This is an optimization exercise on Yosys and OpenROAD, whose aim is small area, a short achievable clock period and few clock cycles per item, not a production implementation. In this exercise RTL edits were held to simulation tests only and were not proved equivalent to the original.

==> flow/design.v, too long to show whole: its modules and the start of the top module <==
// module multiplierBlock: 3369 lines
// module boothEnc: 8 lines
// module boothXor: 6 lines
// module boothSelN: 6 lines
// module boothSel: 6 lines
// module gpA: 7 lines
// module gA: 6 lines
// module gpO: 7 lines
// module gO: 6 lines
// module fullAdder: 7 lines
// module halfAdder: 7 lines
// module systolicArray: 24 lines
// module dataOrchestrator: 2 lines
// module matrixMultiplierSmall: 27 lines
module matrixMultiplierSmall #(
    parameter int WIDTH = 16,
    parameter int N = 3
)(
    input  logic        clk,
    input  logic        rst_n,
    input  logic        start,
    input  logic [N*N*WIDTH-1:0] matrixA,
    input  logic [N*N*WIDTH-1:0] matrixB,
    output logic [N*N*2*WIDTH-1:0] resultMatrix,
    output logic        done
);
  // ...
==> flow/flow/run.sh <==
#!/bin/bash
# The standard layout, with the ports buffered by buf_4 cells instead of the
# slow delay buffers buffer_ports picks by default.
set -e
cp standard.sh standard.sh.txt
echo "export BUFFER_PORTS_ARGS = -buffer_cell sky130_fd_sc_hd__buf_4" >> "$FLOW_CONFIG"
bash standard.sh > standard.log 2>&1
==> flow/standard.sh <==
#!/bin/bash
# synth_recipe.tcl (not shown) runs the flow's synth.tcl, then flattens the netlist and writes it again
# the make line also repeats each setting of config.mk as NAME=value (left out here)
make -C /OpenROAD-flow-scripts/flow DESIGN_CONFIG=/design/flow/config.mk WORK_HOME=/design/flow/orfs CLKGATE_MAP_FILE= SYNTH_SCRIPT=/design/flow/synth_recipe.tcl "${@:-finish}"
==> flow/config.mk <==
export PLATFORM = sky130hd
export DESIGN_NAME = matrixMultiplierSmall
export DESIGN_NICKNAME = matrixMultiplierSmall
export VERILOG_FILES = /design/flow/design.v
export SDC_FILE = /design/flow/constraint.sdc
export NUM_CORES = 4
export LEC_CHECK = 0
export CAP_MARGIN = 20
export CORE_MARGIN = 2
export CORE_UTILIZATION = 40
export GPL_TIMING_DRIVEN = 0
export PLACE_DENSITY = 0.6
export SETUP_SLACK_MARGIN = 0.6
export SLEW_MARGIN = 20
export SYNTH_HIERARCHICAL = 1
export BUFFER_PORTS_ARGS = -buffer_cell sky130_fd_sc_hd__buf_4
==> flow/constraint.sdc <==
create_clock -name core_clock -period 8.0 [get_ports {clk}]
set_input_delay 1.6000 -clock core_clock [delete_from_list [all_inputs] [get_ports {clk}]]
set_output_delay 1.6000 -clock core_clock [all_outputs]
set_load 0.01 [all_outputs]
==> flow_summary.ini, run 1 <==
[run_status]
run_status = no timing/DRC/antenna violations

[yosys]
synthMuxAreaShare_pct = 0
synth_area_leaders = fa_1 (44%), xor2_1 (20%), o22ai_1 (13%)
synth_top_family_by_area = adder cells
avgSynthCellArea_um2 = 10.53

[clock_network]
tritoncts = done
clock_sinks = 289
cts.reportedPaths.clkPinSlew_ps = 60
postCtsResizedCells = 717
cts_buffer_depth = 3

[sta]
whs_ps = 1066
finalSetupViolations = 0
fmax_ghz = 0.1335
maxSlewViolCount = 0
worst_pin_slew_ps = 1227

[route]
viasPerCell = 6.573
topRoutingLayerUsed = met5
routed_wl_um = 740700
post-route-drc-count = 0
wl_met1_um = 258300

[layout]
design_area_um2 = 191800
final_common_cell = xor2_1
syn_to_final_growth_pct = 19.44
num-nonclk-buffers = 1647
final_core_util_pct = 48.01
seqCellArea_um2 = 8668
largest_class = multi-input combinational cells
seq_share_pct = 4.520
clock_buffers = 50

[placed_design]
dp_cells = 21315
dp_hpwl_um = 532300
place_ws_ps = -1642

[setup_path]
cp_num_cells = 19
path_cells = buf_16 -> inv_1 -> ha_1 -> clkinvlp_4 -> buf_4 -> o22ai_1 -> fa_1 -> fa_1 -> fa_1 -> fa_1 -> fa_1 -> fa_1 -> fa_1 -> ha_1 -> a21oi_2 -> o21ai_2 -> a21oi_2 -> o21ai_2 -> xnor2_1
crit_top_cell = fa_1
crit_buf_inv = 4
cp-startpoint = matrixB[1]

[die]
start_util_pct = 40.20
die-area_um2 = 406500

[grt]
grt_pass1_wl_um = 1018000
antenna_found_initial = 41
Testbench counts, summed over its fixed seeds: cycles 1,608, items 1,600.
==> run 2, diff against run 1 <==
--- a/flow/design.v
+++ b/flow/design.v
@@ -1645,87 +1645,87 @@
 wire s1637;
 wire c1638;
 wire s1639;
 wire c1640;
 wire s1641;
 wire c1642;
 wire s1643;
 wire c1644;
-wire k1645;
-wire pp1646;
-wire k1647;
-wire pp1648;
-wire k1649;
-wire pp1650;
-wire k1651;
-wire pp1652;
-wire k1653;
-wire pp1654;
-wire k1655;
-wire pp1656;
-wire k1657;
-wire pp1658;
-wire k1659;
-wire pp1660;
-wire k1661;
-wire pp1662;
-wire k1663;
-wire pp1664;
-wire k1665;
-wire pp1666;
-wire k1667;
-wire pp1668;
-wire k1669;
-wire pp1670;
-wire k1671;
-wire pp1672;
-wire k1673;
-wire pp1674;
-wire k1675;
-wire pp1676;
-wire k1677;
-wire pp1678;
-wire k1679;
-wire pp1680;
-wire k1681;
-wire pp1682;
-wire k1683;
-wire pp1684;
-wire k1685;
-wire pp1686;
-wire k1687;
-wire pp1688;
-wire k1689;
-wire pp1690;
-wire k1691;
-wire pp1692;
-wire k1693;
-wire pp1694;
-wire k1695;
-wire pp1696;
+wire kn1645;
+wire pn1646;
+wire kn1647;
+wire pn1648;
+wire kn1649;
+wire pn1650;
+wire kn1651;
+wire pn1652;
+wire kn1653;
+wire pn1654;
+wire kn1655;
+wire pn1656;
+wire kn1657;
+wire pn1658;
+wire kn1659;
+wire pn1660;
+wire kn1661;
+wire pn1662;
+wire kn1663;
+wire pn1664;
+wire kn1665;
+wire pn1666;
+wire kn1667;
+wire pn1668;
+wire kn1669;
+wire pn1670;
+wire kn1671;
+wire pn1672;
+wire kn1673;
+wire pn1674;
+wire kn1675;
+wire pn1676;
+wire kn1677;
+wire pn1678;
+wire kn1679;
+wire pn1680;
+wire kn1681;
+wire pn1682;
+wire kn1683;
+wire pn1684;
+wire kn1685;
+wire pn1686;
+wire kn1687;
+wire pn1688;
+wire kn1689;
+wire pn1690;
+wire kn1691;
+wire pn1692;
+wire kn1693;
+wire pn1694;
+wire kn1695;
+wire pn1696;
 wire G1697;
 wire i1698;
-wire P1699;
-wire i1700;
+wire i1699;
+wire P1700;
 wire G1701;
 wire i1702;
-wire P1703;
-wire i1704;
+wire i1703;
+wire P1704;
 wire G1705;
 wire i1706;
-wire P1707;
-wire i1708;
+wire i1707;
+wire P1708;
 wire G1709;
 wire i1710;
-wire P1711;
-wire i1712;
+wire i1711;
+wire P1712;
 wire G1713;
-wire P1714;
-wire i1715;
+wire i1714;
+wire P1715;
 wire G1716;
 wire P1717;
 wire G1718;
 wire P1719;
 wire G1720;
 wire P1721;
 wire G1722;
 wire P1723;
@@ -1767,21 +1767,21 @@
 wire P1759;
 wire G1760;
 wire P1761;
 wire G1762;
 wire P1763;
 wire G1764;
 wire P1765;
 wire o1766;
-wire i1767;
-wire i1768;
-wire o1769;
-wire i1770;
-wire i1771;
+wire o1767;
+wire G1768;
+wire P1769;
+wire G1770;
+wire P1771;
 wire G1772;
 wire P1773;
 wire G1774;
 wire P1775;
 wire G1776;
 wire P1777;
 wire G1778;
 wire P1779;
@@ -1824,26 +1824,26 @@
 wire G1816;
 wire P1817;
 wire G1818;
 wire P1819;
 wire G1820;
 wire P1821;
 wire G1822;
 wire P1823;
-wire G1824;
-wire P1825;
-wire G1826;
-wire P1827;
-wire o1828;
-wire o1829;
+wire o1824;
+wire i1825;
+wire i1826;
+wire o1827;
+wire i1828;
+wire i1829;
 wire G1830;
-wire G1831;
+wire i1831;
 wire G1832;
-wire P1833;
+wire i1833;
 wire G1834;
 wire P1835;
 wire G1836;
 wire P1837;
 wire G1838;
 wire P1839;
 wire G1840;
 wire P1841;
@@ -1880,32 +1880,32 @@
 wire G1872;
 wire P1873;
 wire G1874;
 wire P1875;
 wire G1876;
 wire P1877;
 wire G1878;
 wire P1879;
-wire o1880;
-wire i1881;
-wire i1882;
+wire G1880;
+wire P1881;
+wire o1882;
 wire o1883;
-wire i1884;
-wire i1885;
+wire G1884;
+wire G1885;
 wire G1886;
-wire i1887;
+wire G1887;
 wire G1888;
-wire i1889;
+wire G1889;
 wire G1890;
-wire i1891;
+wire P1891;
 wire G1892;
-wire i1893;
+wire P1893;
 wire G1894;
-wire G1895;
+wire P1895;
 wire G1896;
 wire P1897;
 wire G1898;
 wire P1899;
 wire G1900;
 wire P1901;
 wire G1902;
 wire P1903;
@@ -1922,40 +1922,44 @@
 wire G1914;
 wire P1915;
 wire G1916;
 wire P1917;
 wire G1918;
 wire P1919;
 wire G1920;
 wire P1921;
-wire G1922;
-wire P1923;
-wire G1924;
-wire P1925;
-wire G1926;
-wire P1927;
-wire o1928;
-wire o1929;
+wire o1922;
+wire i1923;
+wire i1924;
+wire o1925;
+wire i1926;
+wire i1927;
+wire G1928;
+wire i1929;
 wire G1930;
-wire G1931;
+wire i1931;
 wire G1932;
-wire G1933;
+wire i1933;
 wire G1934;
 wire i1935;
 wire G1936;
 wire i1937;
 wire G1938;
-wire G1939;
+wire i1939;
 wire G1940;
-wire G1941;
+wire i1941;
 wire G1942;
-wire G1943;
+wire i1943;
 wire G1944;
 wire G1945;
+wire G1946;
+wire G1947;
+wire G1948;
+wire G1949;
 boothEnc beonen1 (.b2(b[1]), .b1(b[0]), .b0(1'b0), .onen(onen1), .twon(twon2), .lsbn(lsbn3));
 boothXor bxt4 (.a(a[0]), .neg(b[1]), .t(t4));
 boothXor bxt5 (.a(a[1]), .neg(b[1]), .t(t5));
 boothXor bxt6 (.a(a[2]), .neg(b[1]), .t(t6));
 boothXor bxt7 (.a(a[3]), .neg(b[1]), .t(t7));
 boothXor bxt8 (.a(a[4]), .neg(b[1]), .t(t8));
 boothXor bxt9 (.a(a[5]), .neg(b[1]), .t(t9));
 boothXor bxt10 (.a(a[6]), .neg(b[1]), .t(t10));
@@ -3152,225 +3156,255 @@
 fullAdder fa382 (.x(s1625), .y(c1614), .z(c1616), .s(s1629), .c(c1630));
 fullAdder fa383 (.x(s1629), .y(s1627), .z(c1618), .s(s1631), .c(c1632));
 fullAdder fa384 (.x(c1622), .y(c1620), .z(s1631), .s(s1633), .c(c1634));
 fullAdder fa385 (.x(p863), .y(p287), .z(p575), .s(s1635), .c(c1636));
 fullAdder fa386 (.x(s1635), .y(c1626), .z(c1628), .s(s1637), .c(c1638));
 fullAdder fa387 (.x(c1632), .y(c1630), .z(s1637), .s(s1639), .c(c1640));
 fullAdder fa388 (.x(p864), .y(p288), .z(p576), .s(s1641), .c(c1642));
 fullAdder fa389 (.x(c1638), .y(c1636), .z(s1641), .s(s1643), .c(c1644));
-halfAdder pgk1645 (.x(c936), .y(s957), .s(pp1646), .c(k1645));
-halfAdder pgk1647 (.x(c958), .y(s979), .s(pp1648), .c(k1647));
-halfAdder pgk1649 (.x(c980), .y(s1007), .s(pp1650), .c(k1649));
-halfAdder pgk1651 (.x(c1008), .y(s1035), .s(pp1652), .c(k1651));
-halfAdder pgk1653 (.x(c1036), .y(s1069), .s(pp1654), .c(k1653));
-halfAdder pgk1655 (.x(c1070), .y(s1103), .s(pp1656), .c(k1655));
-halfAdder pgk1657 (.x(c1104), .y(s1143), .s(pp1658), .c(k1657));
-halfAdder pgk1659 (.x(c1144), .y(s1183), .s(pp1660), .c(k1659));
-halfAdder pgk1661 (.x(c1184), .y(s1229), .s(pp1662), .c(k1661));
-halfAdder pgk1663 (.x(c1230), .y(s1275), .s(pp1664), .c(k1663));
-halfAdder pgk1665 (.x(c1276), .y(s1321), .s(pp1666), .c(k1665));
-halfAdder pgk1667 (.x(c1322), .y(s1363), .s(pp1668), .c(k1667));
-halfAdder pgk1669 (.x(c1364), .y(s1403), .s(pp1670), .c(k1669));
-halfAdder pgk1671 (.x(c1404), .y(s1439), .s(pp1672), .c(k1671));
-halfAdder pgk1673 (.x(c1440), .y(s1473), .s(pp1674), .c(k1673));
-halfAdder pgk1675 (.x(c1474), .y(s1503), .s(pp1676), .c(k1675));
-halfAdder pgk1677 (.x(c1504), .y(s1531), .s(pp1678), .c(k1677));
-halfAdder pgk1679 (.x(c1532), .y(s1555), .s(pp1680), .c(k1679));
-halfAdder pgk1681 (.x(c1556), .y(s1577), .s(pp1682), .c(k1681));
-halfAdder pgk1683 (.x(c1578), .y(s1595), .s(pp1684), .c(k1683));
-halfAdder pgk1685 (.x(c1596), .y(s1611), .s(pp1686), .c(k1685));
-halfAdder pgk1687 (.x(c1612), .y(s1623), .s(pp1688), .c(k1687));
-halfAdder pgk1689 (.x(c1624), .y(s1633), .s(pp1690), .c(k1689));
-halfAdder pgk1691 (.x(c1634), .y(s1639), .s(pp1692), .c(k1691));
-halfAdder pgk1693 (.x(c1640), .y(s1643), .s(pp1694), .c(k1693));
-halfAdder pgk1695 (.x(c1642), .y(c1644), .s(pp1696), .c(k1695));
-gpA mG1697 (.gh(s887), .ph(i1698), .gl(s875), .pl(i1700), .g(G1697), .p(P1699));
-gpA mG1701 (.gh(s899), .ph(i1702), .gl(s887), .pl(i1704), .g(G1701), .p(P1703));
-gpA mG1705 (.gh(s917), .ph(i1706), .gl(s899), .pl(i1708), .g(G1705), .p(P1707));
-gpA mG1709 (.gh(s935), .ph(i1710), .gl(s917), .pl(i1712), .g(G1709), .p(P1711));
-gpA mG1713 (.gh(k1645), .ph(pp1646), .gl(s935), .pl(i1715), .g(G1713), .p(P1714));
-gpA mG1716 (.gh(k1647), .ph(pp1648), .gl(k1645), .pl(pp1646), .g(G1716), .p(P1717));
-gpA mG1718 (.gh(k1649), .ph(pp1650), .gl(k1647), .pl(pp1648), .g(G1718), .p(P1719));
-gpA mG1720 (.gh(k1651), .ph(pp1652), .gl(k1649), .pl(pp1650), .g(G1720), .p(P1721));
-gpA mG1722 (.gh(k1653), .ph(pp1654), .gl(k1651), .pl(pp1652), .g(G1722), .p(P1723));
-gpA mG1724 (.gh(k1655), .ph(pp1656), .gl(k1653), .pl(pp1654), .g(G1724), .p(P1725));
-gpA mG1726 (.gh(k1657), .ph(pp1658), .gl(k1655), .pl(pp1656), .g(G1726), .p(P1727));
-gpA mG1728 (.gh(k1659), .ph(pp1660), .gl(k1657), .pl(pp1658), .g(G1728), .p(P1729));
-gpA mG1730 (.gh(k1661), .ph(pp1662), .gl(k1659), .pl(pp1660), .g(G1730), .p(P1731));
-gpA mG1732 (.gh(k1663), .ph(pp1664), .gl(k1661), .pl(pp1662), .g(G1732), .p(P1733));
-gpA mG1734 (.gh(k1665), .ph(pp1666), .gl(k1663), .pl(pp1664), .g(G1734), .p(P1735));
-gpA mG1736 (.gh(k1667), .ph(pp1668), .gl(k1665), .pl(pp1666), .g(G1736), .p(P1737));
-gpA mG1738 (.gh(k1669), .ph(pp1670), .gl(k1667), .pl(pp1668), .g(G1738), .p(P1739));
-gpA mG1740 (.gh(k1671), .ph(pp1672), .gl(k1669), .pl(pp1670), .g(G1740), .p(P1741));
-gpA mG1742 (.gh(k1673), .ph(pp1674), .gl(k1671), .pl(pp1672), .g(G1742), .p(P1743));
-gpA mG1744 (.gh(k1675), .ph(pp1676), .gl(k1673), .pl(pp1674), .g(G1744), .p(P1745));
-gpA mG1746 (.gh(k1677), .ph(pp1678), .gl(k1675), .pl(pp1676), .g(G1746), .p(P1747));
-gpA mG1748 (.gh(k1679), .ph(pp1680), .gl(k1677), .pl(pp1678), .g(G1748), .p(P1749));
-gpA mG1750 (.gh(k1681), .ph(pp1682), .gl(k1679), .pl(pp1680), .g(G1750), .p(P1751));
-gpA mG1752 (.gh(k1683), .ph(pp1684), .gl(k1681), .pl(pp1682), .g(G1752), .p(P1753));
-gpA mG1754 (.gh(k1685), .ph(pp1686), .gl(k1683), .pl(pp1684), .g(G1754), .p(P1755));
-gpA mG1756 (.gh(k1687), .ph(pp1688), .gl(k1685), .pl(pp1686), .g(G1756), .p(P1757));
-gpA mG1758 (.gh(k1689), .ph(pp1690), .gl(k1687), .pl(pp1688), .g(G1758), .p(P1759));
-gpA mG1760 (.gh(k1691), .ph(pp1692), .gl(k1689), .pl(pp1690), .g(G1760), .p(P1761));
-gpA mG1762 (.gh(k1693), .ph(pp1694), .gl(k1691), .pl(pp1692), .g(G1762), .p(P1763));
-gpA mG1764 (.gh(k1695), .ph(pp1696), .gl(k1693), .pl(pp1694), .g(G1764), .p(P1765));
-gpO mG1772 (.gh(G1705), .ph(P1707), .gl(G1697), .pl(P1699), .g(G1772), .p(P1773));
-gpO mG1774 (.gh(G1709), .ph(P1711), .gl(G1701), .pl(P1703), .g(G1774), .p(P1775));
-gpO mG1776 (.gh(G1713), .ph(P1714), .gl(G1705), .pl(P1707), .g(G1776), .p(P1777));
-gpO mG1778 (.gh(G1716), .ph(P1717), .gl(G1709), .pl(P1711), .g(G1778), .p(P1779));
-gpO mG1780 (.gh(G1718), .ph(P1719), .gl(G1713), .pl(P1714), .g(G1780), .p(P1781));
-gpO mG1782 (.gh(G1720), .ph(P1721), .gl(G1716), .pl(P1717), .g(G1782), .p(P1783));
-gpO mG1784 (.gh(G1722), .ph(P1723), .gl(G1718), .pl(P1719), .g(G1784), .p(P1785));
-gpO mG1786 (.gh(G1724), .ph(P1725), .gl(G1720), .pl(P1721), .g(G1786), .p(P1787));
-gpO mG1788 (.gh(G1726), .ph(P1727), .gl(G1722), .pl(P1723), .g(G1788), .p(P1789));
-gpO mG1790 (.gh(G1728), .ph(P1729), .gl(G1724), .pl(P1725), .g(G1790), .p(P1791));
-gpO mG1792 (.gh(G1730), .ph(P1731), .gl(G1726), .pl(P1727), .g(G1792), .p(P1793));
-gpO mG1794 (.gh(G1732), .ph(P1733), .gl(G1728), .pl(P1729), .g(G1794), .p(P1795));
-gpO mG1796 (.gh(G1734), .ph(P1735), .gl(G1730), .pl(P1731), .g(G1796), .p(P1797));
-gpO mG1798 (.gh(G1736), .ph(P1737), .gl(G1732), .pl(P1733), .g(G1798), .p(P1799));
-gpO mG1800 (.gh(G1738), .ph(P1739), .gl(G1734), .pl(P1735), .g(G1800), .p(P1801));
-gpO mG1802 (.gh(G1740), .ph(P1741), .gl(G1736), .pl(P1737), .g(G1802), .p(P1803));
-gpO mG1804 (.gh(G1742), .ph(P1743), .gl(G1738), .pl(P1739), .g(G1804), .p(P1805));
-gpO mG1806 (.gh(G1744), .ph(P1745), .gl(G1740), .pl(P1741), .g(G1806), .p(P1807));
-gpO mG1808 (.gh(G1746), .ph(P1747), .gl(G1742), .pl(P1743), .g(G1808), .p(P1809));
-gpO mG1810 (.gh(G1748), .ph(P1749), .gl(G1744), .pl(P1745), .g(G1810), .p(P1811));
-gpO mG1812 (.gh(G1750), .ph(P1751), .gl(G1746), .pl(P1747), .g(G1812), .p(P1813));
-gpO mG1814 (.gh(G1752), .ph(P1753), .gl(G1748), .pl(P1749), .g(G1814), .p(P1815));
-gpO mG1816 (.gh(G1754), .ph(P1755), .gl(G1750), .pl(P1751), .g(G1816), .p(P1817));
-gpO mG1818 (.gh(G1756), .ph(P1757), .gl(G1752), .pl(P1753), .g(G1818), .p(P1819));
-gpO mG1820 (.gh(G1758), .ph(P1759), .gl(G1754), .pl(P1755), .g(G1820), .p(P1821));
-gpO mG1822 (.gh(G1760), .ph(P1761), .gl(G1756), .pl(P1757), .g(G1822), .p(P1823));
-gpO mG1824 (.gh(G1762), .ph(P1763), .gl(G1758), .pl(P1759), .g(G1824), .p(P1825));
-gpO mG1826 (.gh(G1764), .ph(P1765), .gl(G1760), .pl(P1761), .g(G1826), .p(P1827));
-gA mG1830 (.gh(G1776), .ph(P1777), .gl(o1766), .g(G1830));
-gA mG1831 (.gh(G1778), .ph(P1779), .gl(o1769), .g(G1831));
-gpA mG1832 (.gh(G1780), .ph(P1781), .gl(G1772), .pl(P1773), .g(G1832), .p(P1833));
-gpA mG1834 (.gh(G1782), .ph(P1783), .gl(G1774), .pl(P1775), .g(G1834), .p(P1835));
-gpA mG1836 (.gh(G1784), .ph(P1785), .gl(G1776), .pl(P1777), .g(G1836), .p(P1837));
-gpA mG1838 (.gh(G1786), .ph(P1787), .gl(G1778), .pl(P1779), .g(G1838), .p(P1839));
-gpA mG1840 (.gh(G1788), .ph(P1789), .gl(G1780), .pl(P1781), .g(G1840), .p(P1841));
-gpA mG1842 (.gh(G1790), .ph(P1791), .gl(G1782), .pl(P1783), .g(G1842), .p(P1843));
-gpA mG1844 (.gh(G1792), .ph(P1793), .gl(G1784), .pl(P1785), .g(G1844), .p(P1845));
-gpA mG1846 (.gh(G1794), .ph(P1795), .gl(G1786), .pl(P1787), .g(G1846), .p(P1847));
-gpA mG1848 (.gh(G1796), .ph(P1797), .gl(G1788), .pl(P1789), .g(G1848), .p(P1849));
-gpA mG1850 (.gh(G1798), .ph(P1799), .gl(G1790), .pl(P1791), .g(G1850), .p(P1851));
-gpA mG1852 (.gh(G1800), .ph(P1801), .gl(G1792), .pl(P1793), .g(G1852), .p(P1853));
-gpA mG1854 (.gh(G1802), .ph(P1803), .gl(G1794), .pl(P1795), .g(G1854), .p(P1855));
-gpA mG1856 (.gh(G1804), .ph(P1805), .gl(G1796), .pl(P1797), .g(G1856), .p(P1857));
-gpA mG1858 (.gh(G1806), .ph(P1807), .gl(G1798), .pl(P1799), .g(G1858), .p(P1859));
-gpA mG1860 (.gh(G1808), .ph(P1809), .gl(G1800), .pl(P1801), .g(G1860), .p(P1861));
-gpA mG1862 (.gh(G1810), .ph(P1811), .gl(G1802), .pl(P1803), .g(G1862), .p(P1863));
-gpA mG1864 (.gh(G1812), .ph(P1813), .gl(G1804), .pl(P1805), .g(G1864), .p(P1865));
-gpA mG1866 (.gh(G1814), .ph(P1815), .gl(G1806), .pl(P1807), .g(G1866), .p(P1867));
-gpA mG1868 (.gh(G1816), .ph(P1817), .gl(G1808), .pl(P1809), .g(G1868), .p(P1869));
-gpA mG1870 (.gh(G1818), .ph(P1819), .gl(G1810), .pl(P1811), .g(G1870), .p(P1871));
-gpA mG1872 (.gh(G1820), .ph(P1821), .gl(G1812), .pl(P1813), .g(G1872), .p(P1873));
-gpA mG1874 (.gh(G1822), .ph(P1823), .gl(G1814), .pl(P1815), .g(G1874), .p(P1875));
-gpA mG1876 (.gh(G1824), .ph(P1825), .gl(G1816), .pl(P1817), .g(G1876), .p(P1877));
-gpA mG1878 (.gh(G1826), .ph(P1827), .gl(G1818), .pl(P1819), .g(G1878), .p(P1879));
-gO mG1886 (.gh(G1836), .ph(P1837), .gl(i1887), .g(G1886));
-gO mG1888 (.gh(G1838), .ph(P1839), .gl(i1889), .g(G1888));
-gO mG1890 (.gh(G1840), .ph(P1841), .gl(i1891), .g(G1890));
-gO mG1892 (.gh(G1842), .ph(P1843), .gl(i1893), .g(G1892));
-gO mG1894 (.gh(G1844), .ph(P1845), .gl(G1830), .g(G1894));
-gO mG1895 (.gh(G1846), .ph(P1847), .gl(G1831), .g(G1895));
-gpO mG1896 (.gh(G1848), .ph(P1849), .gl(G1832), .pl(P1833), .g(G1896), .p(P1897));
-gpO mG1898 (.gh(G1850), .ph(P1851), .gl(G1834), .pl(P1835), .g(G1898), .p(P1899));
-gpO mG1900 (.gh(G1852), .ph(P1853), .gl(G1836), .pl(P1837), .g(G1900), .p(P1901));
-gpO mG1902 (.gh(G1854), .ph(P1855), .gl(G1838), .pl(P1839), .g(G1902), .p(P1903));
-gpO mG1904 (.gh(G1856), .ph(P1857), .gl(G1840), .pl(P1841), .g(G1904), .p(P1905));
-gpO mG1906 (.gh(G1858), .ph(P1859), .gl(G1842), .pl(P1843), .g(G1906), .p(P1907));
-gpO mG1908 (.gh(G1860), .ph(P1861), .gl(G1844), .pl(P1845), .g(G1908), .p(P1909));
-gpO mG1910 (.gh(G1862), .ph(P1863), .gl(G1846), .pl(P1847), .g(G1910), .p(P1911));
-gpO mG1912 (.gh(G1864), .ph(P1865), .gl(G1848), .pl(P1849), .g(G1912), .p(P1913));
-gpO mG1914 (.gh(G1866), .ph(P1867), .gl(G1850), .pl(P1851), .g(G1914), .p(P1915));
-gpO mG1916 (.gh(G1868), .ph(P1869), .gl(G1852), .pl(P1853), .g(G1916), .p(P1917));
-gpO mG1918 (.gh(G1870), .ph(P1871), .gl(G1854), .pl(P1855), .g(G1918), .p(P1919));
-gpO mG1920 (.gh(G1872), .ph(P1873), .gl(G1856), .pl(P1857), .g(G1920), .p(P1921));
-gpO mG1922 (.gh(G1874), .ph(P1875), .gl(G1858), .pl(P1859), .g(G1922), .p(P1923));
-gpO mG1924 (.gh(G1876), .ph(P1877), .gl(G1860), .pl(P1861), .g(G1924), .p(P1925));
-gpO mG1926 (.gh(G1878), .ph(P1879), .gl(G1862), .pl(P1863), .g(G1926), .p(P1927));
-gA mG1930 (.gh(G1900), .ph(P1901), .gl(o1766), .g(G1930));
-gA mG1931 (.gh(G1902), .ph(P1903), .gl(o1769), .g(G1931));
-gA mG1932 (.gh(G1904), .ph(P1905), .gl(o1828), .g(G1932));
-gA mG1933 (.gh(G1906), .ph(P1907), .gl(o1829), .g(G1933));
-gA mG1934 (.gh(G1908), .ph(P1909), .gl(i1935), .g(G1934));
-gA mG1936 (.gh(G1910), .ph(P1911), .gl(i1937), .g(G1936));
-gA mG1938 (.gh(G1912), .ph(P1913), .gl(o1880), .g(G1938));
-gA mG1939 (.gh(G1914), .ph(P1915), .gl(o1883), .g(G1939));
-gA mG1940 (.gh(G1916), .ph(P1917), .gl(G1886), .g(G1940));
-gA mG1941 (.gh(G1918), .ph(P1919), .gl(G1888), .g(G1941));
-gA mG1942 (.gh(G1920), .ph(P1921), .gl(G1890), .g(G1942));
-gA mG1943 (.gh(G1922), .ph(P1923), .gl(G1892), .g(G1943));
-gA mG1944 (.gh(G1924), .ph(P1925), .gl(G1894), .g(G1944));
-gA mG1945 (.gh(G1926), .ph(P1927), .gl(G1895), .g(G1945));
+cpaKill ckkn1645 (.x(c936), .y(s957), .kn(kn1645));
+cpaProp cpkn1645 (.x(c936), .y(s957), .pn(pn1646));
+cpaKill ckkn1647 (.x(c958), .y(s979), .kn(kn1647));
+cpaProp cpkn1647 (.x(c958), .y(s979), .pn(pn1648));
+cpaKill ckkn1649 (.x(c980), .y(s1007), .kn(kn1649));
+cpaProp cpkn1649 (.x(c980), .y(s1007), .pn(pn1650));
+cpaKill ckkn1651 (.x(c1008), .y(s1035), .kn(kn1651));
+cpaProp cpkn1651 (.x(c1008), .y(s1035), .pn(pn1652));
+cpaKill ckkn1653 (.x(c1036), .y(s1069), .kn(kn1653));
+cpaProp cpkn1653 (.x(c1036), .y(s1069), .pn(pn1654));
+cpaKill ckkn1655 (.x(c1070), .y(s1103), .kn(kn1655));
+cpaProp cpkn1655 (.x(c1070), .y(s1103), .pn(pn1656));
+cpaKill ckkn1657 (.x(c1104), .y(s1143), .kn(kn1657));
+cpaProp cpkn1657 (.x(c1104), .y(s1143), .pn(pn1658));
+cpaKill ckkn1659 (.x(c1144), .y(s1183), .kn(kn1659));
+cpaProp cpkn1659 (.x(c1144), .y(s1183), .pn(pn1660));
+cpaKill ckkn1661 (.x(c1184), .y(s1229), .kn(kn1661));
+cpaProp cpkn1661 (.x(c1184), .y(s1229), .pn(pn1662));
+cpaKill ckkn1663 (.x(c1230), .y(s1275), .kn(kn1663));
+cpaProp cpkn1663 (.x(c1230), .y(s1275), .pn(pn1664));
+cpaKill ckkn1665 (.x(c1276), .y(s1321), .kn(kn1665));
+cpaProp cpkn1665 (.x(c1276), .y(s1321), .pn(pn1666));
+cpaKill ckkn1667 (.x(c1322), .y(s1363), .kn(kn1667));
+cpaProp cpkn1667 (.x(c1322), .y(s1363), .pn(pn1668));
+cpaKill ckkn1669 (.x(c1364), .y(s1403), .kn(kn1669));
+cpaProp cpkn1669 (.x(c1364), .y(s1403), .pn(pn1670));
+cpaKill ckkn1671 (.x(c1404), .y(s1439), .kn(kn1671));
+cpaProp cpkn1671 (.x(c1404), .y(s1439), .pn(pn1672));
+cpaKill ckkn1673 (.x(c1440), .y(s1473), .kn(kn1673));
+cpaProp cpkn1673 (.x(c1440), .y(s1473), .pn(pn1674));
+cpaKill ckkn1675 (.x(c1474), .y(s1503), .kn(kn1675));
+cpaProp cpkn1675 (.x(c1474), .y(s1503), .pn(pn1676));
+cpaKill ckkn1677 (.x(c1504), .y(s1531), .kn(kn1677));
+cpaProp cpkn1677 (.x(c1504), .y(s1531), .pn(pn1678));
+cpaKill ckkn1679 (.x(c1532), .y(s1555), .kn(kn1679));
+cpaProp cpkn1679 (.x(c1532), .y(s1555), .pn(pn1680));
+cpaKill ckkn1681 (.x(c1556), .y(s1577), .kn(kn1681));
+cpaProp cpkn1681 (.x(c1556), .y(s1577), .pn(pn1682));
+cpaKill ckkn1683 (.x(c1578), .y(s1595), .kn(kn1683));
+cpaProp cpkn1683 (.x(c1578), .y(s1595), .pn(pn1684));
+cpaKill ckkn1685 (.x(c1596), .y(s1611), .kn(kn1685));
+cpaProp cpkn1685 (.x(c1596), .y(s1611), .pn(pn1686));
+cpaKill ckkn1687 (.x(c1612), .y(s1623), .kn(kn1687));
+cpaProp cpkn1687 (.x(c1612), .y(s1623), .pn(pn1688));
+cpaKill ckkn1689 (.x(c1624), .y(s1633), .kn(kn1689));
+cpaProp cpkn1689 (.x(c1624), .y(s1633), .pn(pn1690));
+cpaKill ckkn1691 (.x(c1634), .y(s1639), .kn(kn1691));
+cpaProp cpkn1691 (.x(c1634), .y(s1639), .pn(pn1692));
+cpaKill ckkn1693 (.x(c1640), .y(s1643), .kn(kn1693));
+cpaProp cpkn1693 (.x(c1640), .y(s1643), .pn(pn1694));
+cpaKill ckkn1695 (.x(c1642), .y(c1644), .kn(kn1695));
+cpaProp cpkn1695 (.x(c1642), .y(c1644), .pn(pn1696));
+gpO mG1697 (.gh(i1698), .ph(s887), .gl(i1699), .pl(s875), .g(G1697), .p(P1700));
+gpO mG1701 (.gh(i1702), .ph(s899), .gl(i1703), .pl(s887), .g(G1701), .p(P1704));
+gpO mG1705 (.gh(i1706), .ph(s917), .gl(i1707), .pl(s899), .g(G1705), .p(P1708));
+gpO mG1709 (.gh(i1710), .ph(s935), .gl(i1711), .pl(s917), .g(G1709), .p(P1712));
+gpO mG1713 (.gh(kn1645), .ph(pn1646), .gl(i1714), .pl(s935), .g(G1713), .p(P1715));
+gpO mG1716 (.gh(kn1647), .ph(pn1648), .gl(kn1645), .pl(pn1646), .g(G1716), .p(P1717));
+gpO mG1718 (.gh(kn1649), .ph(pn1650), .gl(kn1647), .pl(pn1648), .g(G1718), .p(P1719));
+gpO mG1720 (.gh(kn1651), .ph(pn1652), .gl(kn1649), .pl(pn1650), .g(G1720), .p(P1721));
+gpO mG1722 (.gh(kn1653), .ph(pn1654), .gl(kn1651), .pl(pn1652), .g(G1722), .p(P1723));
+gpO mG1724 (.gh(kn1655), .ph(pn1656), .gl(kn1653), .pl(pn1654), .g(G1724), .p(P1725));
+gpO mG1726 (.gh(kn1657), .ph(pn1658), .gl(kn1655), .pl(pn1656), .g(G1726), .p(P1727));
+gpO mG1728 (.gh(kn1659), .ph(pn1660), .gl(kn1657), .pl(pn1658), .g(G1728), .p(P1729));
+gpO mG1730 (.gh(kn1661), .ph(pn1662), .gl(kn1659), .pl(pn1660), .g(G1730), .p(P1731));
+gpO mG1732 (.gh(kn1663), .ph(pn1664), .gl(kn1661), .pl(pn1662), .g(G1732), .p(P1733));
+gpO mG1734 (.gh(kn1665), .ph(pn1666), .gl(kn1663), .pl(pn1664), .g(G1734), .p(P1735));
+gpO mG1736 (.gh(kn1667), .ph(pn1668), .gl(kn1665), .pl(pn1666), .g(G1736), .p(P1737));
+gpO mG1738 (.gh(kn1669), .ph(pn1670), .gl(kn1667), .pl(pn1668), .g(G1738), .p(P1739));
+gpO mG1740 (.gh(kn1671), .ph(pn1672), .gl(kn1669), .pl(pn1670), .g(G1740), .p(P1741));
+gpO mG1742 (.gh(kn1673), .ph(pn1674), .gl(kn1671), .pl(pn1672), .g(G1742), .p(P1743));
+gpO mG1744 (.gh(kn1675), .ph(pn1676), .gl(kn1673), .pl(pn1674), .g(G1744), .p(P1745));
+gpO mG1746 (.gh(kn1677), .ph(pn1678), .gl(kn1675), .pl(pn1676), .g(G1746), .p(P1747));
+gpO mG1748 (.gh(kn1679), .ph(pn1680), .gl(kn1677), .pl(pn1678), .g(G1748), .p(P1749));
+gpO mG1750 (.gh(kn1681), .ph(pn1682), .gl(kn1679), .pl(pn1680), .g(G1750), .p(P1751));
+gpO mG1752 (.gh(kn1683), .ph(pn1684), .gl(kn1681), .pl(pn1682), .g(G1752), .p(P1753));
+gpO mG1754 (.gh(kn1685), .ph(pn1686), .gl(kn1683), .pl(pn1684), .g(G1754), .p(P1755));
+gpO mG1756 (.gh(kn1687), .ph(pn1688), .gl(kn1685), .pl(pn1686), .g(G1756), .p(P1757));
+gpO mG1758 (.gh(kn1689), .ph(pn1690), .gl(kn1687), .pl(pn1688), .g(G1758), .p(P1759));
+gpO mG1760 (.gh(kn1691), .ph(pn1692), .gl(kn1689), .pl(pn1690), .g(G1760), .p(P1761));
+gpO mG1762 (.gh(kn1693), .ph(pn1694), .gl(kn1691), .pl(pn1692), .g(G1762), .p(P1763));
+gpO mG1764 (.gh(kn1695), .ph(pn1696), .gl(kn1693), .pl(pn1694), .g(G1764), .p(P1765));
+gpA mG1768 (.gh(G1705), .ph(P1708), .gl(G1697), .pl(P1700), .g(G1768), .p(P1769));
+gpA mG1770 (.gh(G1709), .ph(P1712), .gl(G1701), .pl(P1704), .g(G1770), .p(P1771));
+gpA mG1772 (.gh(G1713), .ph(P1715), .gl(G1705), .pl(P1708), .g(G1772), .p(P1773));
+gpA mG1774 (.gh(G1716), .ph(P1717), .gl(G1709), .pl(P1712), .g(G1774), .p(P1775));
+gpA mG1776 (.gh(G1718), .ph(P1719), .gl(G1713), .pl(P1715), .g(G1776), .p(P1777));
+gpA mG1778 (.gh(G1720), .ph(P1721), .gl(G1716), .pl(P1717), .g(G1778), .p(P1779));
+gpA mG1780 (.gh(G1722), .ph(P1723), .gl(G1718), .pl(P1719), .g(G1780), .p(P1781));
+gpA mG1782 (.gh(G1724), .ph(P1725), .gl(G1720), .pl(P1721), .g(G1782), .p(P1783));
+gpA mG1784 (.gh(G1726), .ph(P1727), .gl(G1722), .pl(P1723), .g(G1784), .p(P1785));
+gpA mG1786 (.gh(G1728), .ph(P1729), .gl(G1724), .pl(P1725), .g(G1786), .p(P1787));
+gpA mG1788 (.gh(G1730), .ph(P1731), .gl(G1726), .pl(P1727), .g(G1788), .p(P1789));
+gpA mG1790 (.gh(G1732), .ph(P1733), .gl(G1728), .pl(P1729), .g(G1790), .p(P1791));
+gpA mG1792 (.gh(G1734), .ph(P1735), .gl(G1730), .pl(P1731), .g(G1792), .p(P1793));
+gpA mG1794 (.gh(G1736), .ph(P1737), .gl(G1732), .pl(P1733), .g(G1794), .p(P1795));
+gpA mG1796 (.gh(G1738), .ph(P1739), .gl(G1734), .pl(P1735), .g(G1796), .p(P1797));
+gpA mG1798 (.gh(G1740), .ph(P1741), .gl(G1736), .pl(P1737), .g(G1798), .p(P1799));
+gpA mG1800 (.gh(G1742), .ph(P1743), .gl(G1738), .pl(P1739), .g(G1800), .p(P1801));
+gpA mG1802 (.gh(G1744), .ph(P1745), .gl(G1740), .pl(P1741), .g(G1802), .p(P1803));
+gpA mG1804 (.gh(G1746), .ph(P1747), .gl(G1742), .pl(P1743), .g(G1804), .p(P1805));
+gpA mG1806 (.gh(G1748), .ph(P1749), .gl(G1744), .pl(P1745), .g(G1806), .p(P1807));
+gpA mG1808 (.gh(G1750), .ph(P1751), .gl(G1746), .pl(P1747), .g(G1808), .p(P1809));
+gpA mG1810 (.gh(G1752), .ph(P1753), .gl(G1748), .pl(P1749), .g(G1810), .p(P1811));
+gpA mG1812 (.gh(G1754), .ph(P1755), .gl(G1750), .pl(P1751), .g(G1812), .p(P1813));
+gpA mG1814 (.gh(G1756), .ph(P1757), .gl(G1752), .pl(P1753), .g(G1814), .p(P1815));
+gpA mG1816 (.gh(G1758), .ph(P1759), .gl(G1754), .pl(P1755), .g(G1816), .p(P1817));
+gpA mG1818 (.gh(G1760), .ph(P1761), .gl(G1756), .pl(P1757), .g(G1818), .p(P1819));
+gpA mG1820 (.gh(G1762), .ph(P1763), .gl(G1758), .pl(P1759), .g(G1820), .p(P1821));
+gpA mG1822 (.gh(G1764), .ph(P1765), .gl(G1760), .pl(P1761), .g(G1822), .p(P1823));
+gO mG1830 (.gh(G1772), .ph(P1773), .gl(i1831), .g(G1830));
+gO mG1832 (.gh(G1774), .ph(P1775), .gl(i1833), .g(G1832));
+gpO mG1834 (.gh(G1776), .ph(P1777), .gl(G1768), .pl(P1769), .g(G1834), .p(P1835));
+gpO mG1836 (.gh(G1778), .ph(P1779), .gl(G1770), .pl(P1771), .g(G1836), .p(P1837));
+gpO mG1838 (.gh(G1780), .ph(P1781), .gl(G1772), .pl(P1773), .g(G1838), .p(P1839));
+gpO mG1840 (.gh(G1782), .ph(P1783), .gl(G1774), .pl(P1775), .g(G1840), .p(P1841));
+gpO mG1842 (.gh(G1784), .ph(P1785), .gl(G1776), .pl(P1777), .g(G1842), .p(P1843));
+gpO mG1844 (.gh(G1786), .ph(P1787), .gl(G1778), .pl(P1779), .g(G1844), .p(P1845));
+gpO mG1846 (.gh(G1788), .ph(P1789), .gl(G1780), .pl(P1781), .g(G1846), .p(P1847));
+gpO mG1848 (.gh(G1790), .ph(P1791), .gl(G1782), .pl(P1783), .g(G1848), .p(P1849));
+gpO mG1850 (.gh(G1792), .ph(P1793), .gl(G1784), .pl(P1785), .g(G1850), .p(P1851));
+gpO mG1852 (.gh(G1794), .ph(P1795), .gl(G1786), .pl(P1787), .g(G1852), .p(P1853));
+gpO mG1854 (.gh(G1796), .ph(P1797), .gl(G1788), .pl(P1789), .g(G1854), .p(P1855));
+gpO mG1856 (.gh(G1798), .ph(P1799), .gl(G1790), .pl(P1791), .g(G1856), .p(P1857));
+gpO mG1858 (.gh(G1800), .ph(P1801), .gl(G1792), .pl(P1793), .g(G1858), .p(P1859));
+gpO mG1860 (.gh(G1802), .ph(P1803), .gl(G1794), .pl(P1795), .g(G1860), .p(P1861));
+gpO mG1862 (.gh(G1804), .ph(P1805), .gl(G1796), .pl(P1797), .g(G1862), .p(P1863));
+gpO mG1864 (.gh(G1806), .ph(P1807), .gl(G1798), .pl(P1799), .g(G1864), .p(P1865));
+gpO mG1866 (.gh(G1808), .ph(P1809), .gl(G1800), .pl(P1801), .g(G1866), .p(P1867));
+gpO mG1868 (.gh(G1810), .ph(P1811), .gl(G1802), .pl(P1803), .g(G1868), .p(P1869));
+gpO mG1870 (.gh(G1812), .ph(P1813), .gl(G1804), .pl(P1805), .g(G1870), .p(P1871));
+gpO mG1872 (.gh(G1814), .ph(P1815), .gl(G1806), .pl(P1807), .g(G1872), .p(P1873));
+gpO mG1874 (.gh(G1816), .ph(P1817), .gl(G1808), .pl(P1809), .g(G1874), .p(P1875));
+gpO mG1876 (.gh(G1818), .ph(P1819), .gl(G1810), .pl(P1811), .g(G1876), .p(P1877));
+gpO mG1878 (.gh(G1820), .ph(P1821), .gl(G1812), .pl(P1813), .g(G1878), .p(P1879));
+gpO mG1880 (.gh(G1822), .ph(P1823), .gl(G1814), .pl(P1815), .g(G1880), .p(P1881));
+gA mG1884 (.gh(G1838), .ph(P1839), .gl(o1766), .g(G1884));
+gA mG1885 (.gh(G1840), .ph(P1841), .gl(o1767), .g(G1885));
+gA mG1886 (.gh(G1842), .ph(P1843), .gl(o1824), .g(G1886));
+gA mG1887 (.gh(G1844), .ph(P1845), .gl(o1827), .g(G1887));
+gA mG1888 (.gh(G1846), .ph(P1847), .gl(G1830), .g(G1888));
+gA mG1889 (.gh(G1848), .ph(P1849), .gl(G1832), .g(G1889));
+gpA mG1890 (.gh(G1850), .ph(P1851), .gl(G1834), .pl(P1835), .g(G1890), .p(P1891));
+gpA mG1892 (.gh(G1852), .ph(P1853), .gl(G1836), .pl(P1837), .g(G1892), .p(P1893));
+gpA mG1894 (.gh(G1854), .ph(P1855), .gl(G1838), .pl(P1839), .g(G1894), .p(P1895));
+gpA mG1896 (.gh(G1856), .ph(P1857), .gl(G1840), .pl(P1841), .g(G1896), .p(P1897));
+gpA mG1898 (.gh(G1858), .ph(P1859), .gl(G1842), .pl(P1843), .g(G1898), .p(P1899));
+gpA mG1900 (.gh(G1860), .ph(P1861), .gl(G1844), .pl(P1845), .g(G1900), .p(P1901));
+gpA mG1902 (.gh(G1862), .ph(P1863), .gl(G1846), .pl(P1847), .g(G1902), .p(P1903));
+gpA mG1904 (.gh(G1864), .ph(P1865), .gl(G1848), .pl(P1849), .g(G1904), .p(P1905));
+gpA mG1906 (.gh(G1866), .ph(P1867), .gl(G1850), .pl(P1851), .g(G1906), .p(P1907));
+gpA mG1908 (.gh(G1868), .ph(P1869), .gl(G1852), .pl(P1853), .g(G1908), .p(P1909));
+gpA mG1910 (.gh(G1870), .ph(P1871), .gl(G1854), .pl(P1855), .g(G1910), .p(P1911));
+gpA mG1912 (.gh(G1872), .ph(P1873), .gl(G1856), .pl(P1857), .g(G1912), .p(P1913));
+gpA mG1914 (.gh(G1874), .ph(P1875), .gl(G1858), .pl(P1859), .g(G1914), .p(P1915));
+gpA mG1916 (.gh(G1876), .ph(P1877), .gl(G1860), .pl(P1861), .g(G1916), .p(P1917));
+gpA mG1918 (.gh(G1878), .ph(P1879), .gl(G1862), .pl(P1863), .g(G1918), .p(P1919));
+gpA mG1920 (.gh(G1880), .ph(P1881), .gl(G1864), .pl(P1865), .g(G1920), .p(P1921));
+gO mG1928 (.gh(G1894), .ph(P1895), .gl(i1929), .g(G1928));
+gO mG1930 (.gh(G1896), .ph(P1897), .gl(i1931), .g(G1930));
+gO mG1932 (.gh(G1898), .ph(P1899), .gl(i1933), .g(G1932));
+gO mG1934 (.gh(G1900), .ph(P1901), .gl(i1935), .g(G1934));
+gO mG1936 (.gh(G1902), .ph(P1903), .gl(i1937), .g(G1936));
+gO mG1938 (.gh(G1904), .ph(P1905), .gl(i1939), .g(G1938));
+gO mG1940 (.gh(G1906), .ph(P1907), .gl(i1941), .g(G1940));
+gO mG1942 (.gh(G1908), .ph(P1909), .gl(i1943), .g(G1942));
+gO mG1944 (.gh(G1910), .ph(P1911), .gl(G1884), .g(G1944));
+gO mG1945 (.gh(G1912), .ph(P1913), .gl(G1885), .g(G1945));
+gO mG1946 (.gh(G1914), .ph(P1915), .gl(G1886), .g(G1946));
+gO mG1947 (.gh(G1916), .ph(P1917), .gl(G1887), .g(G1947));
+gO mG1948 (.gh(G1918), .ph(P1919), .gl(G1888), .g(G1948));
+gO mG1949 (.gh(G1920), .ph(P1921), .gl(G1889), .g(G1949));
 assign i1698 = ~s887;
-assign i1700 = ~s875;
+assign i1699 = ~s875;
 assign i1702 = ~s899;
-assign i1704 = ~s887;
+assign i1703 = ~s887;
 assign i1706 = ~s917;
-assign i1708 = ~s899;
+assign i1707 = ~s899;
 assign i1710 = ~s935;
-assign i1712 = ~s917;
-assign i1715 = ~s935;
-assign i1767 = ~G1697;
-assign i1768 = ~P1699;
-assign o1766 = i1767 | i1768;
-assign i1770 = ~G1701;
-assign i1771 = ~P1703;
-assign o1769 = i1770 | i1771;
-assign o1828 = G1772 | P1773;
-assign o1829 = G1774 | P1775;
-assign i1881 = ~G1832;
-assign i1882 = ~P1833;
-assign o1880 = i1881 | i1882;
-assign i1884 = ~G1834;
-assign i1885 = ~P1835;
-assign o1883 = i1884 | i1885;
-assign i1887 = ~o1766;
-assign i1889 = ~o1769;
-assign i1891 = ~o1828;
-assign i1893 = ~o1829;
-assign o1928 = G1896 | P1897;
-assign o1929 = G1898 | P1899;
-assign i1935 = ~G1830;
-assign i1937 = ~G1831;
+assign i1711 = ~s917;
+assign i1714 = ~s935;
+assign o1766 = G1697 | P1700;
+assign o1767 = G1701 | P1704;
+assign i1825 = ~G1768;
+assign i1826 = ~P1769;
+assign o1824 = i1825 | i1826;
+assign i1828 = ~G1770;
+assign i1829 = ~P1771;
+assign o1827 = i1828 | i1829;
+assign i1831 = ~o1766;
+assign i1833 = ~o1767;
+assign o1882 = G1834 | P1835;
+assign o1883 = G1836 | P1837;
+assign i1923 = ~G1890;
+assign i1924 = ~P1891;
+assign o1922 = i1923 | i1924;
+assign i1926 = ~G1892;
+assign i1927 = ~P1893;
+assign o1925 = i1926 | i1927;
+assign i1929 = ~o1766;
+assign i1931 = ~o1767;
+assign i1933 = ~o1824;
+assign i1935 = ~o1827;
+assign i1937 = ~G1830;
+assign i1939 = ~G1832;
+assign i1941 = ~o1882;
+assign i1943 = ~o1883;
 assign dot[0] = ~s869;
 assign dot[1] = ~s875;
 assign dot[2] = ~s887;
 assign dot[3] = (s899 ^ o1766);
-assign dot[4] = (s917 ^ o1769);
-assign dot[5] = (s935 ^ o1828);
-assign dot[6] = ~(pp1646 ^ o1829);
-assign dot[7] = (pp1648 ^ G1830);
-assign dot[8] = (pp1650 ^ G1831);
-assign dot[9] = ~(pp1652 ^ o1880);
-assign dot[10] = ~(pp1654 ^ o1883);
-assign dot[11] = ~(pp1656 ^ G1886);
-assign dot[12] = ~(pp1658 ^ G1888);
-assign dot[13] = ~(pp1660 ^ G1890);
-assign dot[14] = ~(pp1662 ^ G1892);
-assign dot[15] = ~(pp1664 ^ G1894);
-assign dot[16] = ~(pp1666 ^ G1895);
-assign dot[17] = ~(pp1668 ^ o1928);
-assign dot[18] = ~(pp1670 ^ o1929);
-assign dot[19] = (pp1672 ^ G1930);
-assign dot[20] = (pp1674 ^ G1931);
-assign dot[21] = (pp1676 ^ G1932);
-assign dot[22] = (pp1678 ^ G1933);
-assign dot[23] = (pp1680 ^ G1934);
-assign dot[24] = (pp1682 ^ G1936);
-assign dot[25] = (pp1684 ^ G1938);
-assign dot[26] = (pp1686 ^ G1939);
-assign dot[27] = (pp1688 ^ G1940);
-assign dot[28] = (pp1690 ^ G1941);
-assign dot[29] = (pp1692 ^ G1942);
-assign dot[30] = (pp1694 ^ G1943);
-assign dot[31] = (pp1696 ^ G1944);
+assign dot[4] = (s917 ^ o1767);
+assign dot[5] = (s935 ^ o1824);
+assign dot[6] = (pn1646 ^ o1827);
+assign dot[7] = (pn1648 ^ G1830);
+assign dot[8] = (pn1650 ^ G1832);
+assign dot[9] = (pn1652 ^ o1882);
+assign dot[10] = (pn1654 ^ o1883);
+assign dot[11] = ~(pn1656 ^ G1884);
+assign dot[12] = ~(pn1658 ^ G1885);
+assign dot[13] = ~(pn1660 ^ G1886);
+assign dot[14] = ~(pn1662 ^ G1887);
+assign dot[15] = ~(pn1664 ^ G1888);
+assign dot[16] = ~(pn1666 ^ G1889);
+assign dot[17] = (pn1668 ^ o1922);
+assign dot[18] = (pn1670 ^ o1925);
+assign dot[19] = (pn1672 ^ G1928);
+assign dot[20] = (pn1674 ^ G1930);
+assign dot[21] = (pn1676 ^ G1932);
+assign dot[22] = (pn1678 ^ G1934);
+assign dot[23] = (pn1680 ^ G1936);
+assign dot[24] = (pn1682 ^ G1938);
+assign dot[25] = (pn1684 ^ G1940);
+assign dot[26] = (pn1686 ^ G1942);
+assign dot[27] = (pn1688 ^ G1944);
+assign dot[28] = (pn1690 ^ G1945);
+assign dot[29] = (pn1692 ^ G1946);
+assign dot[30] = (pn1694 ^ G1947);
+assign dot[31] = (pn1696 ^ G1948);
 endmodule
 module boothEnc (
     input  logic b2, b1, b0,
     output logic onen, twon, lsbn
 );
 assign onen = ~(b1 ^ b0);
 assign twon = ~((b2 & ~b1 & ~b0) | (~b2 & b1 & b0));
 assign lsbn = ~b2 & (b1 | b0);
@@ -3388,16 +3422,28 @@
 assign p = ~((onen | x) & (twon | y));
 endmodule
 module boothSel (
     input  logic onen, twon, x, y,
     output logic p
 );
 assign p = (onen | x) & (twon | y);
 endmodule
+module cpaKill (
+    input  logic x, y,
+    output logic kn
+);
+assign kn = ~(x & y);
+endmodule
+module cpaProp (
+    input  logic x, y,
+    output logic pn
+);
+assign pn = ~(x ^ y);
+endmodule
 module gpA (
     input  logic gh, ph, gl, pl,
     output logic g, p
 );
 assign g = ~(gh | (ph & gl));
 assign p = ~(ph & pl);
 endmodule
 module gA (
--- a/flow/config.mk
+++ b/flow/config.mk
@@ -5,12 +5,12 @@
 export SDC_FILE = /design/flow/constraint.sdc
 export NUM_CORES = 4
 export LEC_CHECK = 0
 export CAP_MARGIN = 20
 export CORE_MARGIN = 2
 export CORE_UTILIZATION = 40
 export GPL_TIMING_DRIVEN = 0
 export PLACE_DENSITY = 0.6
-export SETUP_SLACK_MARGIN = 0.6
+export SETUP_SLACK_MARGIN = 0.3
 export SLEW_MARGIN = 20
 export SYNTH_HIERARCHICAL = 1
 export BUFFER_PORTS_ARGS = -buffer_cell sky130_fd_sc_hd__buf_4
==> run 2 against run 1 <==
  * Still clean on timing, DRC and antenna
  * Core utilization fell by 1.8 points
  * Synthesized area fell by 0.18%
  * Sequential share of layout area rose by 0.18 points
  * Largest cell class unchanged
  * Sequential cell count did not move
==> flow_summary.ini, run 2 <==
[route]
via_count = 147696
firstDrtPassIters = 12
wl_per_cell_um = 33.67
post-route-drc-count = 0
met3_length_um = 107200
topRoutingLayerUsed = met5
dr_wl_met2_um = 311500
drt-initial-drc-count = 21982
routed_wl_um = 747400
viasPerCell = 6.654
drtAntennaViolNets = 0
wl_met1_um = 267300

[yosys]
netlist_top_cells_count = xor2_1 (3,618), fa_1 (3,501), o22ai_1 (3,456)
synth_xor_area_share_pct = 21.59
synthSimpleGateAreaFrac_pct = 4.929
yosysTopAreaCellShare_pct = 43.73
synth_area_um2 = 160300
synthMuxAreaShare_pct = 0
synth_fa_ha_area_share_pct = 45.49
synth_top_area_cell = fa_1
synth-seq-cells = 289
synth_seq_area_share_pct = 5.409
synth_ff_type = edfxtp_1
netlist_instances = 15473
yosysWarnings = 7
synth_top_family_by_area = adder cells
avgSynthCellArea_um2 = 10.36
async_flop_share_pct = 0
synth-compound-area-share_pct = 20.69
synth_area_leaders = fa_1 (44%), xor2_1 (20%), o22ai_1 (13%)
synthMostInstantiatedCell = xor2_1
synth.distinct_cells = 20
synth-edff-count = 288

[die]
core_area_um2 = 399100
pin_count = 580
die-area_um2 = 405800
die_y_um = 637.0
rows = 232
chipWidth_um = 637.0
start_util_pct = 40.15

[sta]
worst_pin_slew_ps = 1075
finalSetupViolations = 0
rsz0062_at_grt = true
layout_setup_ws_ps = 245.8
finalHoldViolations = 0
maxSlewViolCount = 0
final.min_clock_period_ps = 7754
fmax_ghz = 0.1290
period_share_pct = 96.93
setup-tns-final_ps = 0
max-slew-margin-rel_pct = 28.31

[clock_network]
h-tree-depth = 2
cts_buffer_depth = 3
tritoncts = done
cts.reportedPaths.clkPinSlew_ps = 50
cts_root_buf = clkbuf_16
cts_hold_buf = 0
numCtsBuffers = 42
clock_sinks = 289

[setup_path]
required_ps = 8540
path_cells = buf_4 -> inv_1 -> ha_1 -> clkinvlp_4 -> o22ai_1 -> fa_1 -> fa_1 -> fa_1 -> fa_1 -> fa_1 -> fa_1 -> fa_1 -> fa_1 -> xnor2_2 -> nor2_2 -> nand2_1 -> nor2_1 -> nand2_1 -> o21ai_1 -> xor2_1
critPathMaxStageDelay_ps = 590
end_kind = flip-flop
path_class = input pin to flip-flop
crit_family = adder cells
worstPathArrival_ps = 8300
crit_buf_inv = 3
startpoint_type = input pin
slowest_stage = fa_1
crit_top_cell = fa_1
cp_max_fo = 17

[placed_design]
dp_hpwl_um = 547600
dpl_cell_area_um2 = 174100
port_buffers = 579
place.gp.congestion = 0.9971
place_ws_ps = -1348

[grt]
grt_pass1_wl_um = 1008000
grt_pass1_vias = 146725
track_usage_pct = 33.99
grt-ovfl-total = 0
antenna_found_initial = 61
grt_max_degree = 81

[layout]
design_area_um2 = 184400
top_register = resultMatrix
final_common_cell = xor2_1
final_cell_mix = xor2_1 (3,617), fa_1 (3,495), o22ai_1 (3,423)
largest_reg_flops = 288
drive_gt1_share_pct = 16.26
multi_input_area_um2 = 152600
top_regs = resultMatrix (288), done (1)
seqCellArea_um2 = 8668
fin_nets = 20869
syn_to_final_growth_pct = 15.09
fillCellCount = 37845

[job]
maxCapViolCount = 0

[min_path]
min_path_type = input pin to flip-flop

[run_status]
run_status = no timing/DRC/antenna violations
-- run 2: cell count changes after synthesis --
cell and change:
a21oi_2 -171, ha_1 -234, nand2_1 +135, nor2_1 +72, nor2_2 +18, o21ai_1 +81, o21ai_2 +90, xnor2_1 +234
-- run 2: metrics by stage --
stage / hold slack [ps] / std cells / utilization [%]
floorplan: 1713 / 15671 / -
global placement: 1807 / 21515 / 43.08
detailed placement: 1809 / 21594 / 43.61
CTS: 1019 / 21764 / 44.64
global route: 1066 / 22160 / 46.19
finish: 1091 / 22198 / 46.21
-- run 2: modules after synthesis (local to each module, per instance), excerpt --
module / cells inside / flip-flops and latches / cell area (um^2)
matrixMultiplierSmall: 290 / 289 / 8675
boothEnc: 8 / 0 / 45.04
gpO: 2 / 0 / 12.51
halfAdder: 1 / 0 / 12.51
boothSel: 1 / 0 / 8.758
cpaProp: 1 / 0 / 8.758
boothXor: 1 / 0 / 8.758
gA: 1 / 0 / 8.758
boothSelN: 1 / 0 / 6.256
gO: 1 / 0 / 5.005
cpaKill: 1 / 0 / 3.754
-- run 2: worst paths after layout --
| kind | from | to | slack [ps] | cells past startpoint |
|---|---|---|---|---|
| worst min-delay path | rst_n | done | 1090 | 2 |
| worst max-delay path | matrixB[100] | resultMatrix[211] | 250 | 20 |
-- run 2: cell families after synthesis --
family / count (synthesis)
AOI/OAI and AO/OA: 4923
xor gates and xnor gates: 3951
adders and majority gates: 3726
and+or+nand+nor: 1792
buffers and inverters: 774
DFF: 289
other: 18
-- run 2: what timing repair did --
item                                    CTS  global route
cloned                                    5            42
hold endpoints to repair                  0             0
endpoints found under the setup margin  197           171
buffers inserted                         92           340
pin swaps                                 0            16
resized for setup                       347           413
-- run 2: layout make-up --
cell class / count / share of cell area, %
Antenna cell: 52 / 0.07055
Buffer: 18 / 0.07326
Clock buffer: 48 / 0.5936
Clock inverter: 25 / 0.1085
Inverter: 756 / 1.872
Multi-Input combinational cell: 14608 / 82.74
Sequential cell: 289 / 4.700
Tap cell: 5265 / 3.572
Timing Repair Buffer: 1134 / 6.261
Timing Repair inverter: 3 / 0.009497
-- run 2: per-layer routing --
layer | vias up | track usage (%)
met5 | - | 0.3309
met4 | 38 | 19.95
met3 | 2724 | 10.94
met2 | 12134 | 51.14
met1 | 74527 | 42.74
li1 | 58273 | -
Testbench counts of run 2, summed over its fixed seeds: cycles 1,608, items 1,600.

-- port drivers added, routing unchanged --
Ports are ideal in the flow. The routed layouts listed here were re-timed in OpenROAD. Step 1 (the two cells are an assumption about what drives the block):
set clk [get_ports {clk}]
set_driving_cell -lib_cell sky130_fd_sc_hd__clkbuf_16 $clk
set_driving_cell -lib_cell sky130_fd_sc_hd__buf_2 [delete_from_list [all_inputs] $clk]
Step 2 times the ports against the registers' clock, not the clock port: input delays grow and output delays shrink by t, the midpoint of the rising clock arrivals with the driver on. Three values: ideal, step 1, step 2; two values: the first two.
| run | t (ns) | slack for setup (ns) | hold WS [ns] | worst register clock-pin slew, ns |
|---|---|---|---|---|
| run 1 | 0.861 | 0.512 / 0.272 / -0.588 | 1.066 / 0.980 / 1.840 | 0.09 / 0.09 |
| run 2 | 0.857 | 0.246 / 0.133 / -0.724 | 1.091 / 0.998 / 1.855 | 0.10 / 0.10 |
With both steps, setup timing fails in run 1 and run 2, where it was met with ideal ports. For run 1, which loses most, drivers alone change the setup slack by -0.240 ns; drivers and shift together by -1.100 ns.
